From an optimization exercise on the open Yosys and OpenROAD flow, aimed at small area; shortcuts taken in it are not production practice.
Only simulation tests tie the RTL to the original design; equivalence was not proved.
Power figures rest on the tool's default switching activity, not on a simulated workload. The clock port is modelled as an ideal driver; clocking choices that lean on that would not hold on a real chip.

==> run G: inputs <==
==> flow/design.v <==
module ECC_MODULE(
input clk,
input [7:0] din,
input en,           
input acc_d,        
input acc_a,        
input clr_x,        
input sel_x,        
input sel_a,        
output [7:0] dout
);
reg [7:0] d, q, a2, a1, a0, x;
wire [7:0] f = {8{en}} & (d ^ q);
wire [7:0] g2, g1, g0;
assign g2[7] = f[6] ^ f[5] ^ f[4];
assign g2[6] = f[7] ^ f[5] ^ f[4] ^ f[3];
assign g2[5] = f[6] ^ f[4] ^ f[3] ^ f[2];
assign g2[4] = f[7] ^ f[5] ^ f[3] ^ f[2] ^ f[1];
assign g2[3] = f[5] ^ f[2] ^ f[1] ^ f[0];
assign g2[2] = f[6] ^ f[5] ^ f[1] ^ f[0];
assign g2[1] = f[7] ^ f[6] ^ f[0];
assign g2[0] = f[7] ^ f[6] ^ f[5];
assign g1[7] = f[6] ^ f[4] ^ f[3] ^ f[2];
assign g1[6] = f[7] ^ f[5] ^ f[3] ^ f[2] ^ f[1];
assign g1[5] = f[6] ^ f[4] ^ f[2] ^ f[1] ^ f[0];
assign g1[4] = f[7] ^ f[5] ^ f[3] ^ f[1] ^ f[0];
assign g1[3] = f[3] ^ f[0];
assign g1[2] = f[6] ^ f[4] ^ f[3];
assign g1[1] = f[6] ^ f[5] ^ f[4];
assign g1[0] = f[7] ^ f[5] ^ f[4] ^ f[3];
assign g0[7] = f[7] ^ f[6] ^ f[5] ^ f[1];
assign g0[6] = f[6] ^ f[5] ^ f[4] ^ f[0];
assign g0[5] = f[5] ^ f[4] ^ f[3];
assign g0[4] = f[4] ^ f[3] ^ f[2];
assign g0[3] = f[6] ^ f[5] ^ f[3] ^ f[2];
assign g0[2] = f[7] ^ f[6] ^ f[4] ^ f[2];
assign g0[1] = f[7] ^ f[3];
assign g0[0] = f[7] ^ f[6] ^ f[2];
always @(posedge clk) begin
    d  <= din;
    q  <= a2;
    a2 <= g2 ^ a1;
    a1 <= g1 ^ a0;
    a0 <= g0;
    x  <= {8{~clr_x}} & (x ^ ({8{acc_d}} & d) ^ ({8{acc_a}} & a2));
end
assign dout = ({8{en}} & d) | ({8{sel_x}} & x) | ({8{sel_a}} & a2);
endmodule
module ECC_array(
input clk,
input rst_n,
input [127:0] axis_ins_tdata,
input axis_ins_tvalid,
output axis_ins_tready,
output [127:0] axis_ous_tdata,
output axis_ous_valid,
input axis_ous_ready 
    );
assign axis_ins_tready = 1'b1;
reg v, t1, t2, t3, t4;
always @(posedge clk or negedge rst_n) begin
    if (!rst_n) begin
        v  <= 1'b0;
        t1 <= 1'b0;
        t2 <= 1'b0;
        t3 <= 1'b0;
        t4 <= 1'b0;
    end else begin
        v  <= axis_ins_tvalid;
        t1 <= v & ~axis_ins_tvalid;
        t2 <= t1;
        t3 <= t2;
        t4 <= t3;
    end
end
wire acc_d = axis_ins_tvalid & v;
wire clr_x = axis_ins_tvalid & ~v;
wire acc_a = ~v;
wire sel_a = t1 | t2 | t3;
assign axis_ous_valid = v | t1 | t2 | t3 | t4;
genvar l;
generate
for (l = 0; l < 16; l = l + 1) begin : lane
    ECC_MODULE u (
        .clk(clk),
        .din(axis_ins_tdata[8*l+7:8*l]),
        .en(v),
        .acc_d(acc_d),
        .acc_a(acc_a),
        .clr_x(clr_x),
        .sel_x(t4),
        .sel_a(sel_a),
        .dout(axis_ous_tdata[127-8*l:120-8*l])
    );
end
endgenerate
endmodule
==> flow/run.sh <==
#!/bin/bash
# synth_recipe.tcl (not shown) runs the flow's synth.tcl, then flattens the netlist and writes it again
# the make line also repeats each setting of config.mk as NAME=value (left out here)
make -C /OpenROAD-flow-scripts/flow DESIGN_CONFIG=/design/flow/config.mk WORK_HOME=/design/flow/orfs CLKGATE_MAP_FILE= SYNTH_SCRIPT=/design/flow/synth_recipe.tcl finish
==> flow/config.mk <==
export PLATFORM = sky130hd
export DESIGN_NAME = ECC_array
export DESIGN_NICKNAME = ECC_array
export VERILOG_FILES = /design/flow/design.v
export SDC_FILE = /design/flow/constraint.sdc
export NUM_CORES = 4
export LEC_CHECK = 0
export CAP_MARGIN = 20
export CORE_MARGIN = 2
export CORE_UTILIZATION = 40
export SLEW_MARGIN = 20
==> flow/constraint.sdc <==
create_clock -name core_clock -period 3.2 [get_ports {clk}]
set_input_delay 0.6400 -clock core_clock [delete_from_list [all_inputs] [get_ports {clk}]]
set_output_delay 0.6400 -clock core_clock [all_outputs]
set_load 0.01 [all_outputs]
==> inputs of run P, as changes to run G <==
==> flow/design.v (replaced) <==
module ECC_MODULE(
input clk,
input [7:0] din,
input en,           
input sel_d,        
input sel_a,        
input sel_x,        
input acc,          
output [7:0] dout
);
reg [7:0] d, f, a2, a1, a0, x;
wire [7:0] fe = {8{en}} & f;
wire [7:0] g2, g1, g0;
wire s0 = fe[3] ^ fe[7];
wire s1 = fe[4] ^ fe[6];
wire s2 = fe[5] ^ s1;
wire s3 = fe[1] ^ fe[5];
wire s4 = fe[6] ^ fe[7];
wire s5 = fe[2] ^ s4;
wire s6 = fe[0] ^ s3;
wire s7 = fe[3] ^ s1;
wire s8 = fe[5] ^ s4;
wire s9 = fe[2] ^ s6;
wire s10 = fe[2] ^ s7;
wire s11 = fe[6] ^ s10;
wire s12 = s7 ^ s8;
wire s13 = s0 ^ s10;
wire s14 = fe[6] ^ s6;
wire s15 = fe[0] ^ fe[3];
wire s16 = fe[1] ^ s8;
wire s17 = s6 ^ s16;
wire s18 = fe[7] ^ s12;
wire s19 = s2 ^ s9;
wire s20 = s0 ^ s6;
wire s21 = fe[0] ^ s2;
wire s22 = fe[2] ^ s0;
wire s23 = s3 ^ s22;
wire s24 = s8 ^ s22;
assign g2[7] = s2;
assign g2[6] = s12;
assign g2[5] = s10;
assign g2[4] = s23;
assign g2[3] = s9;
assign g2[2] = s14;
assign g2[1] = s17;
assign g2[0] = s8;
assign g1[7] = s10;
assign g1[6] = s23;
assign g1[5] = s19;
assign g1[4] = s20;
assign g1[3] = s15;
assign g1[2] = s7;
assign g1[1] = s2;
assign g1[0] = s12;
assign g0[7] = s16;
assign g0[6] = s21;
assign g0[5] = s18;
assign g0[4] = s11;
assign g0[3] = s24;
assign g0[2] = s13;
assign g0[1] = s0;
assign g0[0] = s5;
always @(posedge clk) begin
    d  <= din;
    f  <= din ^ a2;
    a2 <= g2 ^ a1;
    a1 <= g1 ^ a0;
    a0 <= g0;
    x  <= x ^ ({8{acc}} & dout);
end
assign dout = ({8{sel_d}} & d) | ({8{sel_a}} & a2) | ({8{sel_x}} & x);
endmodule
module ECC_array(
input clk,
input rst_n,
input [127:0] axis_ins_tdata,
input axis_ins_tvalid,
output axis_ins_tready,
output [127:0] axis_ous_tdata,
output axis_ous_valid,
input axis_ous_ready 
    );
assign axis_ins_tready = 1'b1;
reg v, t1, t2, t3, sa, sx, rs, sd, vo;
wire last = v & ~axis_ins_tvalid;
always @(posedge clk or negedge rst_n) begin
    if (!rst_n) begin
        v  <= 1'b0;
        t1 <= 1'b0;
        t2 <= 1'b0;
        t3 <= 1'b0;
        sa <= 1'b0;
        sd <= 1'b0;
        vo <= 1'b0;
    end else begin
        v  <= axis_ins_tvalid;
        t1 <= last;
        t2 <= t1;
        t3 <= t2;
        sa <= last | t1 | t2;
        sd <= ~(last | t1 | t2 | t3 | rs);
        vo <= axis_ins_tvalid | v | t1 | t2 | t3;
    end
end
always @(posedge clk or negedge rst_n) begin
    if (!rst_n) begin
        sx <= 1'b1;
        rs <= 1'b1;
    end else begin
        sx <= t3;
        rs <= 1'b0;
    end
end
wire acc = (v & axis_ins_tvalid) | sa | sx;
assign axis_ous_valid = vo;
genvar l;
generate
for (l = 0; l < 16; l = l + 1) begin : lane
    ECC_MODULE u (
        .clk(clk),
        .din(axis_ins_tdata[8*l+7:8*l]),
        .en(v),
        .sel_d(sd),
        .sel_a(sa),
        .sel_x(sx),
        .acc(acc),
        .dout(axis_ous_tdata[127-8*l:120-8*l])
    );
end
endgenerate
endmodule
--- a/flow/config.mk
+++ b/flow/config.mk
@@ -5,7 +5,13 @@
 export SDC_FILE = /design/flow/constraint.sdc
 export NUM_CORES = 4
 export LEC_CHECK = 0
+export ABC_AREA = 0
 export CAP_MARGIN = 20
 export CORE_MARGIN = 2
-export CORE_UTILIZATION = 40
+export CORE_UTILIZATION = 70
+export CTS_BUF_LIST = sky130_fd_sc_hd__clkbuf_16
+export CTS_CLUSTER_DIAMETER = 120
+export CTS_CLUSTER_SIZE = 34
+export GPL_TIMING_DRIVEN = 0
+export PLACE_DENSITY = 0.85
 export SLEW_MARGIN = 20
==> summary of the runs <==
Between run G and run P, the lower fmax is in run P (gap about 1.7%, measured against run P). Synthesized cell count: run G is higher than run P (about 17%). Of run P and run G, run G has the higher design area (gap about 13%, measured against run G). Between run G and run P, the lower final cell count is in run P (gap about 27%, measured against run P). First-iteration DRC count: run P is smaller than run G (12%). Of run G and run P, run G has the higher clock power (gap 130%, measured against run P). In run G the global-route usage is lower than in run P, by 14 points. Sequential power is about the same in run G and run P.
==> figures <==
metric	run P	run G
Run status	finished clean	finished clean
Clock latency on the worst-skew pair	0.61 ns	0.62 ns
Final worst clock skew	0.01375 ns	0.01917 ns
Largest stage delay, worst path	0.58 ns	0.49 ns
Part of the total power dissipated in the clock network	0.099	0.211
Die height	209.1 µm	286.6 µm
Buffer and inverter count on the worst path	3	4
Clock slew at reported path FFs	0.12 ns	0.06 ns
Share of synthesized registers carrying an async set or reset	0.01158	0.006468
DIE AREA	43710 µm²	82150 µm²
Length in cells of the worst reg-to-reg path	5	6
Mux contribution to synthesized area	0.01148	0
Multi-input logic area	13070 µm²	15320 µm²
H-Tree Level Count	1	3
Placed instance count	3533	4373
Endpoint of the most critical setup path	axis_ous_tdata[31]	axis_ous_tdata[61]
Num Clock Sinks	777	773
Xor and xnor fraction of the mapped netlist area	0.2950	0.2691

---

==> run a <==
ECC_array, a different RTL version from the one above (not shown whole).
## ECC_array
module ECC_array(
input clk,
input rst_n,
input [127:0] axis_ins_tdata,
input axis_ins_tvalid,
output axis_ins_tready,
output [127:0] axis_ous_tdata,
output axis_ous_valid,
input axis_ous_ready 
    );
==> module ECC_MODULE, before the edit <==
module ECC_MODULE(
input clk,
input [7:0] din,
input en,           
input sel_a,        
input sel_x,        
input acc,          
output [7:0] dout
);
reg [7:0] d, q, a2, a1, a0, x;
wire [7:0] f = {8{en}} & (d ^ q);
wire [7:0] g2, g1, g0;
wire s0 = f[4] ^ f[6];
wire s1 = f[3] ^ f[5];
wire s2 = f[7] ^ s1;
wire s3 = f[2] ^ s0;
wire s4 = f[6] ^ f[7];
wire s5 = f[0] ^ f[1];
wire s6 = f[5] ^ s0;
wire s7 = f[5] ^ s5;
wire s8 = f[1] ^ s2;
wire s9 = f[3] ^ s3;
wire s10 = f[4] ^ s2;
wire s11 = f[5] ^ s4;
wire s12 = f[2] ^ s8;
assign g2[7] = s6;
assign g2[6] = s10;
assign g2[5] = s9;
assign g2[4] = s12;
assign g2[3] = f[2] ^ s7;
assign g2[2] = f[6] ^ s7;
assign g2[1] = f[0] ^ s4;
assign g2[0] = s11;
assign g1[7] = s9;
assign g1[6] = s12;
assign g1[5] = s3 ^ s5;
assign g1[4] = s2 ^ s5;
assign g1[3] = f[0] ^ f[3];
assign g1[2] = f[3] ^ s0;
assign g1[1] = s6;
assign g1[0] = s10;
assign g0[7] = f[1] ^ s11;
assign g0[6] = f[0] ^ s6;
assign g0[5] = f[4] ^ s1;
assign g0[4] = f[2] ^ f[3] ^ f[4];
assign g0[3] = f[2] ^ f[6] ^ s1;
assign g0[2] = f[7] ^ s3;
assign g0[1] = f[3] ^ f[7];
assign g0[0] = f[2] ^ s4;
always @(posedge clk) begin
    d  <= din;
    q  <= a2;
    a2 <= g2 ^ a1;
    a1 <= g1 ^ a0;
    a0 <= g0;
    x  <= x ^ ({8{acc}} & dout);
end
assign dout = ({8{en}} & d) | ({8{sel_x}} & x) | ({8{sel_a}} & a2);
endmodule
==> module ECC_array, before the edit <==
module ECC_array(
input clk,
input rst_n,
input [127:0] axis_ins_tdata,
input axis_ins_tvalid,
output axis_ins_tready,
output [127:0] axis_ous_tdata,
output axis_ous_valid,
input axis_ous_ready 
    );
assign axis_ins_tready = 1'b1;
reg v, t1, t2, t3, t4, rs;
always @(posedge clk or negedge rst_n) begin
    if (!rst_n) begin
        v  <= 1'b0;
        t1 <= 1'b0;
        t2 <= 1'b0;
        t3 <= 1'b0;
        t4 <= 1'b0;
    end else begin
        v  <= axis_ins_tvalid;
        t1 <= v & ~axis_ins_tvalid;
        t2 <= t1;
        t3 <= t2;
        t4 <= t3;
    end
end
always @(posedge clk or negedge rst_n) begin
    if (!rst_n)
        rs <= 1'b1;
    else
        rs <= 1'b0;
end
wire acc = ~(v & ~axis_ins_tvalid);
wire sel_a = t1 | t2 | t3;
wire sel_x = t4 | rs;
assign axis_ous_valid = v | t1 | t2 | t3 | t4;
genvar l;
generate
for (l = 0; l < 16; l = l + 1) begin : lane
    ECC_MODULE u (
        .clk(clk),
        .din(axis_ins_tdata[8*l+7:8*l]),
        .en(v),
        .sel_a(sel_a),
        .sel_x(sel_x),
        .acc(acc),
        .dout(axis_ous_tdata[127-8*l:120-8*l])
    );
end
endgenerate
endmodule
make LEC_CHECK=0 CAP_MARGIN=20 CORE_MARGIN=2 CORE_UTILIZATION=40 SLEW_MARGIN=20 finish   # period 3.2 ns
run.sh (not shown) runs the stock make flow with config.mk's settings and CLKGATE_MAP_FILE= SYNTH_SCRIPT=/design/flow/synth_recipe.tcl, a recipe that flattens the netlist after the stock synthesis.
==> run b: changes against run a <==
==> flow/design.v (replaced) <==
module ECC_MODULE(
input clk,
input [7:0] din,
input en,           
input sel_d,        
input sel_a,        
input sel_x,        
input acc,          
output [7:0] dout
);
reg [7:0] d, f, a2, a1, a0, x;
wire [7:0] fe = {8{en}} & f;
wire [7:0] g2, g1, g0;
wire s0 = fe[3] ^ fe[7];
wire s1 = fe[4] ^ fe[6];
wire s2 = fe[5] ^ s1;
wire s3 = fe[1] ^ fe[5];
wire s4 = fe[6] ^ fe[7];
wire s5 = fe[2] ^ s4;
wire s6 = fe[0] ^ s3;
wire s7 = fe[3] ^ s1;
wire s8 = fe[5] ^ s4;
wire s9 = fe[2] ^ s6;
wire s10 = fe[2] ^ s7;
wire s11 = fe[6] ^ s10;
wire s12 = s7 ^ s8;
wire s13 = s0 ^ s10;
wire s14 = fe[6] ^ s6;
wire s15 = fe[0] ^ fe[3];
wire s16 = fe[1] ^ s8;
wire s17 = s6 ^ s16;
wire s18 = fe[7] ^ s12;
wire s19 = s2 ^ s9;
wire s20 = s0 ^ s6;
wire s21 = fe[0] ^ s2;
wire s22 = fe[2] ^ s0;
wire s23 = s3 ^ s22;
wire s24 = s8 ^ s22;
assign g2[7] = s2;
assign g2[6] = s12;
assign g2[5] = s10;
assign g2[4] = s23;
assign g2[3] = s9;
assign g2[2] = s14;
assign g2[1] = s17;
assign g2[0] = s8;
assign g1[7] = s10;
assign g1[6] = s23;
assign g1[5] = s19;
assign g1[4] = s20;
assign g1[3] = s15;
assign g1[2] = s7;
assign g1[1] = s2;
assign g1[0] = s12;
assign g0[7] = s16;
assign g0[6] = s21;
assign g0[5] = s18;
assign g0[4] = s11;
assign g0[3] = s24;
assign g0[2] = s13;
assign g0[1] = s0;
assign g0[0] = s5;
always @(posedge clk) begin
    d  <= din;
    f  <= din ^ a2;
    a2 <= g2 ^ a1;
    a1 <= g1 ^ a0;
    a0 <= g0;
    x  <= x ^ ({8{acc}} & dout);
end
assign dout = ({8{sel_d}} & d) | ({8{sel_a}} & a2) | ({8{sel_x}} & x);
endmodule
module ECC_array(
input clk,
input rst_n,
input [127:0] axis_ins_tdata,
input axis_ins_tvalid,
output axis_ins_tready,
output [127:0] axis_ous_tdata,
output axis_ous_valid,
input axis_ous_ready 
    );
assign axis_ins_tready = 1'b1;
reg v, t1, t2, t3, sa, sx, rs, sd, vo;
wire last = v & ~axis_ins_tvalid;
always @(posedge clk or negedge rst_n) begin
    if (!rst_n) begin
        v  <= 1'b0;
        t1 <= 1'b0;
        t2 <= 1'b0;
        t3 <= 1'b0;
        sa <= 1'b0;
        sd <= 1'b0;
        vo <= 1'b0;
    end else begin
        v  <= axis_ins_tvalid;
        t1 <= last;
        t2 <= t1;
        t3 <= t2;
        sa <= last | t1 | t2;
        sd <= ~(last | t1 | t2 | t3 | rs);
        vo <= axis_ins_tvalid | v | t1 | t2 | t3;
    end
end
always @(posedge clk or negedge rst_n) begin
    if (!rst_n) begin
        sx <= 1'b1;
        rs <= 1'b1;
    end else begin
        sx <= t3;
        rs <= 1'b0;
    end
end
wire acc = (v & axis_ins_tvalid) | sa | sx;
assign axis_ous_valid = vo;
genvar l;
generate
for (l = 0; l < 16; l = l + 1) begin : lane
    ECC_MODULE u (
        .clk(clk),
        .din(axis_ins_tdata[8*l+7:8*l]),
        .en(v),
        .sel_d(sd),
        .sel_a(sa),
        .sel_x(sx),
        .acc(acc),
        .dout(axis_ous_tdata[127-8*l:120-8*l])
    );
end
endgenerate
endmodule
CORE_UTILIZATION = 70   (was 40)
CTS_BUF_LIST = sky130_fd_sc_hd__clkbuf_16   (was not set)
CTS_CLUSTER_DIAMETER = 100   (was not set)
CTS_CLUSTER_SIZE = 30   (was not set)
GPL_TIMING_DRIVEN = 0   (was not set)
PLACE_DENSITY = 0.85   (was not set)
==> run c: changes against run a <==
==> flow/design.v (replaced) <==
module ECC_MODULE(
input clk,
input [7:0] din,
input en,           
input sel_a,        
input sel_x,        
input acc,          
output [7:0] dout
);
reg [7:0] d, q, a2, a1, a0, x;
wire [7:0] f = {8{en}} & (d ^ q);
wire [7:0] g2, g1, g0;
wire s0 = f[5] ^ f[6];
wire s1 = f[3] ^ f[4];
wire s2 = f[2] ^ f[6];
wire s3 = f[1] ^ s0;
wire s4 = f[7] ^ s2;
wire s5 = f[0] ^ s3;
wire s6 = f[4] ^ s0;
wire s7 = f[5] ^ s1;
wire s8 = s2 ^ s5;
wire s9 = f[2] ^ s1;
wire s10 = f[4] ^ s4;
wire s11 = f[6] ^ s9;
wire s12 = f[2] ^ s11;
wire s13 = f[0] ^ s6;
wire s14 = f[7] ^ s7;
wire s15 = s13 ^ s14;
wire s16 = f[7] ^ s3;
wire s17 = f[1] ^ s16;
wire s18 = f[3] ^ f[7];
wire s19 = s10 ^ s14;
wire s20 = s3 ^ s15;
wire s21 = f[3] ^ s15;
wire s22 = f[0] ^ f[3];
wire s23 = s6 ^ s8;
wire s24 = s4 ^ s5;
wire s25 = s22 ^ s24;
assign g2[7] = s6;
assign g2[6] = s14;
assign g2[5] = s11;
assign g2[4] = s25;
assign g2[3] = s8;
assign g2[2] = s5;
assign g2[1] = s21;
assign g2[0] = s17;
assign g1[7] = s11;
assign g1[6] = s25;
assign g1[5] = s23;
assign g1[4] = s20;
assign g1[3] = s22;
assign g1[2] = s12;
assign g1[1] = s6;
assign g1[0] = s14;
assign g0[7] = s16;
assign g0[6] = s13;
assign g0[5] = s7;
assign g0[4] = s9;
assign g0[3] = s19;
assign g0[2] = s10;
assign g0[1] = s18;
assign g0[0] = s4;
always @(posedge clk) begin
    d  <= din;
    q  <= a2;
    a2 <= g2 ^ a1;
    a1 <= g1 ^ a0;
    a0 <= g0;
    x  <= x ^ ({8{acc}} & dout);
end
assign dout = ({8{en}} & d) | ({8{sel_x}} & x) | ({8{sel_a}} & a2);
endmodule
module ECC_array(
input clk,
input rst_n,
input [127:0] axis_ins_tdata,
input axis_ins_tvalid,
output axis_ins_tready,
output [127:0] axis_ous_tdata,
output axis_ous_valid,
input axis_ous_ready 
    );
assign axis_ins_tready = 1'b1;
reg v, t1, t2, t3, t4, sa, vo, rs;
wire last = v & ~axis_ins_tvalid;
always @(posedge clk or negedge rst_n) begin
    if (!rst_n) begin
        v  <= 1'b0;
        t1 <= 1'b0;
        t2 <= 1'b0;
        t3 <= 1'b0;
        t4 <= 1'b0;
        sa <= 1'b0;
        vo <= 1'b0;
    end else begin
        v  <= axis_ins_tvalid;
        t1 <= last;
        t2 <= t1;
        t3 <= t2;
        t4 <= t3;
        sa <= last | t1 | t2;
        vo <= axis_ins_tvalid | v | t1 | t2 | t3;
    end
end
always @(posedge clk or negedge rst_n) begin
    if (!rst_n)
        rs <= 1'b1;
    else
        rs <= 1'b0;
end
wire acc = ~last;
wire sel_x = t4 | rs;
assign axis_ous_valid = vo;
genvar l;
generate
for (l = 0; l < 16; l = l + 1) begin : lane
    ECC_MODULE u (
        .clk(clk),
        .din(axis_ins_tdata[8*l+7:8*l]),
        .en(v),
        .sel_a(sa),
        .sel_x(sel_x),
        .acc(acc),
        .dout(axis_ous_tdata[127-8*l:120-8*l])
    );
end
endgenerate
endmodule
==> flow/flow/run.sh (new file) <==
#!/bin/bash
# Standard ORFS layout (standard.sh) with these changes:
#  - synthesis maps the logic with an area-oriented ABC script (flow/synth.tcl)
#  - ports are buffered with the smallest buffer, sky130_fd_sc_hd__buf_1
#  - CTS uses clkbuf_16 buffers, larger sink clusters and no dummy loads
#  - the floorplan step does not resize gates for timing before placement
#    (REMOVE_ABC_BUFFERS=1; the ABC script above inserts no buffers)
# Each tool's output goes to a log file in the work folder.
set -euo pipefail
W=$(pwd)
export OWN_ABC_SCRIPT=$W/flow/abc_area.script
export REMOVE_ABC_BUFFERS=1
export BUFFER_PORTS_ARGS="-buffer_cell sky130_fd_sc_hd__buf_1"
export CTS_ARGS="-sink_clustering_enable -repair_clock_nets -buf_list sky130_fd_sc_hd__clkbuf_16 -sink_clustering_size 30 -sink_clustering_max_diameter 100 -dont_use_dummy_load"
bash standard.sh SYNTH_SCRIPT=$W/flow/synth.tcl finish > $W/standard_make.log 2>&1
==> flow/flow/abc_area.script (new file) <==
strash
&get -n
&st
&dch
&nf -R 1000
&put
topo
==> flow/flow/synth.tcl (new file) <==
# The standard synthesis (synth_recipe.tcl), with an area-oriented ABC
# mapping script in place of ORFS's: only the combinational mapping changes.
proc synth {args} { yosys synth -nofsm -noshare {*}$args }
proc abc {args} {
  set i [lsearch -exact $args -script]
  if { $i >= 0 } {
    set args [lreplace $args [expr {$i + 1}] [expr {$i + 1}] $::env(OWN_ABC_SCRIPT)]
  }
  yosys abc {*}$args
}
source $::env(SCRIPTS_DIR)/synth.tcl
# left out here: clear keep_hierarchy, flatten, clean up, hide names made inside functions, write 1_2_yosys.v
==> flow/standard.sh (new file) <==
#!/bin/bash
# synth_recipe.tcl (not shown) runs the flow's synth.tcl, then flattens the netlist and writes it again
# the make line also repeats each setting of config.mk as NAME=value (left out here)
make -C /OpenROAD-flow-scripts/flow DESIGN_CONFIG=/design/flow/config.mk WORK_HOME=/design/flow/orfs CLKGATE_MAP_FILE= SYNTH_SCRIPT=/design/flow/synth_recipe.tcl "${@:-finish}"
CORE_UTILIZATION = 60   (was 40)
removed: flow/run.sh
==> comparison table <==
metric                                                                run c       run b       run a
Result of the run                          no timing/DRC/antenna violations  no timing/DRC/antenna violations  no timing/DRC/antenna violations
Total cell area at the placement stage                           28900 um^2  32700 um^2  34700 um^2
Insertion delay of the later-clocked pin in the worst-skew pair     0.61 ns     0.62 ns     0.63 ns
Number of inserted filler cells in the final layout                    3660        2708        6887
Worst hold slack across all endpoints                              0.114 ns    0.324 ns    0.286 ns
Switching Share                                                       36.5%       36.7%       35.1%
P_sw                                                                14.8 mW     16.1 mW     17.6 mW
Initial standard-cell utilization of the core                         60.5%       70.5%       40.5%
TritonCTS Buffers                                                        29          29          83
Num sequential                                                          776         777         774
Signal buffers share of area                                          5.03%       10.3%       8.82%
Post-route standard cell area excluding fillers                  29600 um^2  33600 um^2  38700 um^2
Fraction of the mapped netlist area in compound gates                 3.65%       3.39%       8.31%
Simple-gate portion of the synthesized area                           7.31%       10.4%       11.2%
Min Clock Period, post-route                                        3.04 ns     3.16 ns     3.19 ns
Routing usage on met2                                                 36.4%       52.9%       28.9%
Number of signal-net inverters in the final layout                        1           3           1
Setup clock skew after layout                                     0.0140 ns   0.0126 ns   0.0190 ns

-- afterwards: timing with drivers on the ports --
No port has a modelled driver above. Below, the same layouts with a new extraction and two added sets of constraints. Step 1 (the two cells are an assumption about what drives the block):
set clk [get_ports {clk}]
set_driving_cell -lib_cell sky130_fd_sc_hd__clkbuf_16 $clk
set_driving_cell -lib_cell sky130_fd_sc_hd__buf_2 [delete_from_list [all_inputs] $clk]
Step 2 moves the port delays by t, midway between the first and last clock arrival at a register: inputs arrive t later, outputs are due t later. That takes back most of the time a late clock gives input paths. Slacks: ideal ports / drivers / drivers and shift; pairs: ideal ports / drivers.
run	t (ns)	setup WS [ns]	worst slew at a driven data input, ns
run G	0.675	0.088 / 0.029 / 0.704	0.15
run P	0.667	0.035 / -0.023 / 0.369	0.08
run a	0.681	0.009 / -0.054 / 0.627	0.14
run b	0.670	0.043 / -0.015 / 0.379	0.09
run c	0.655	0.165 / 0.108 / 0.446	0.10
After both steps every run listed still meets setup and hold.
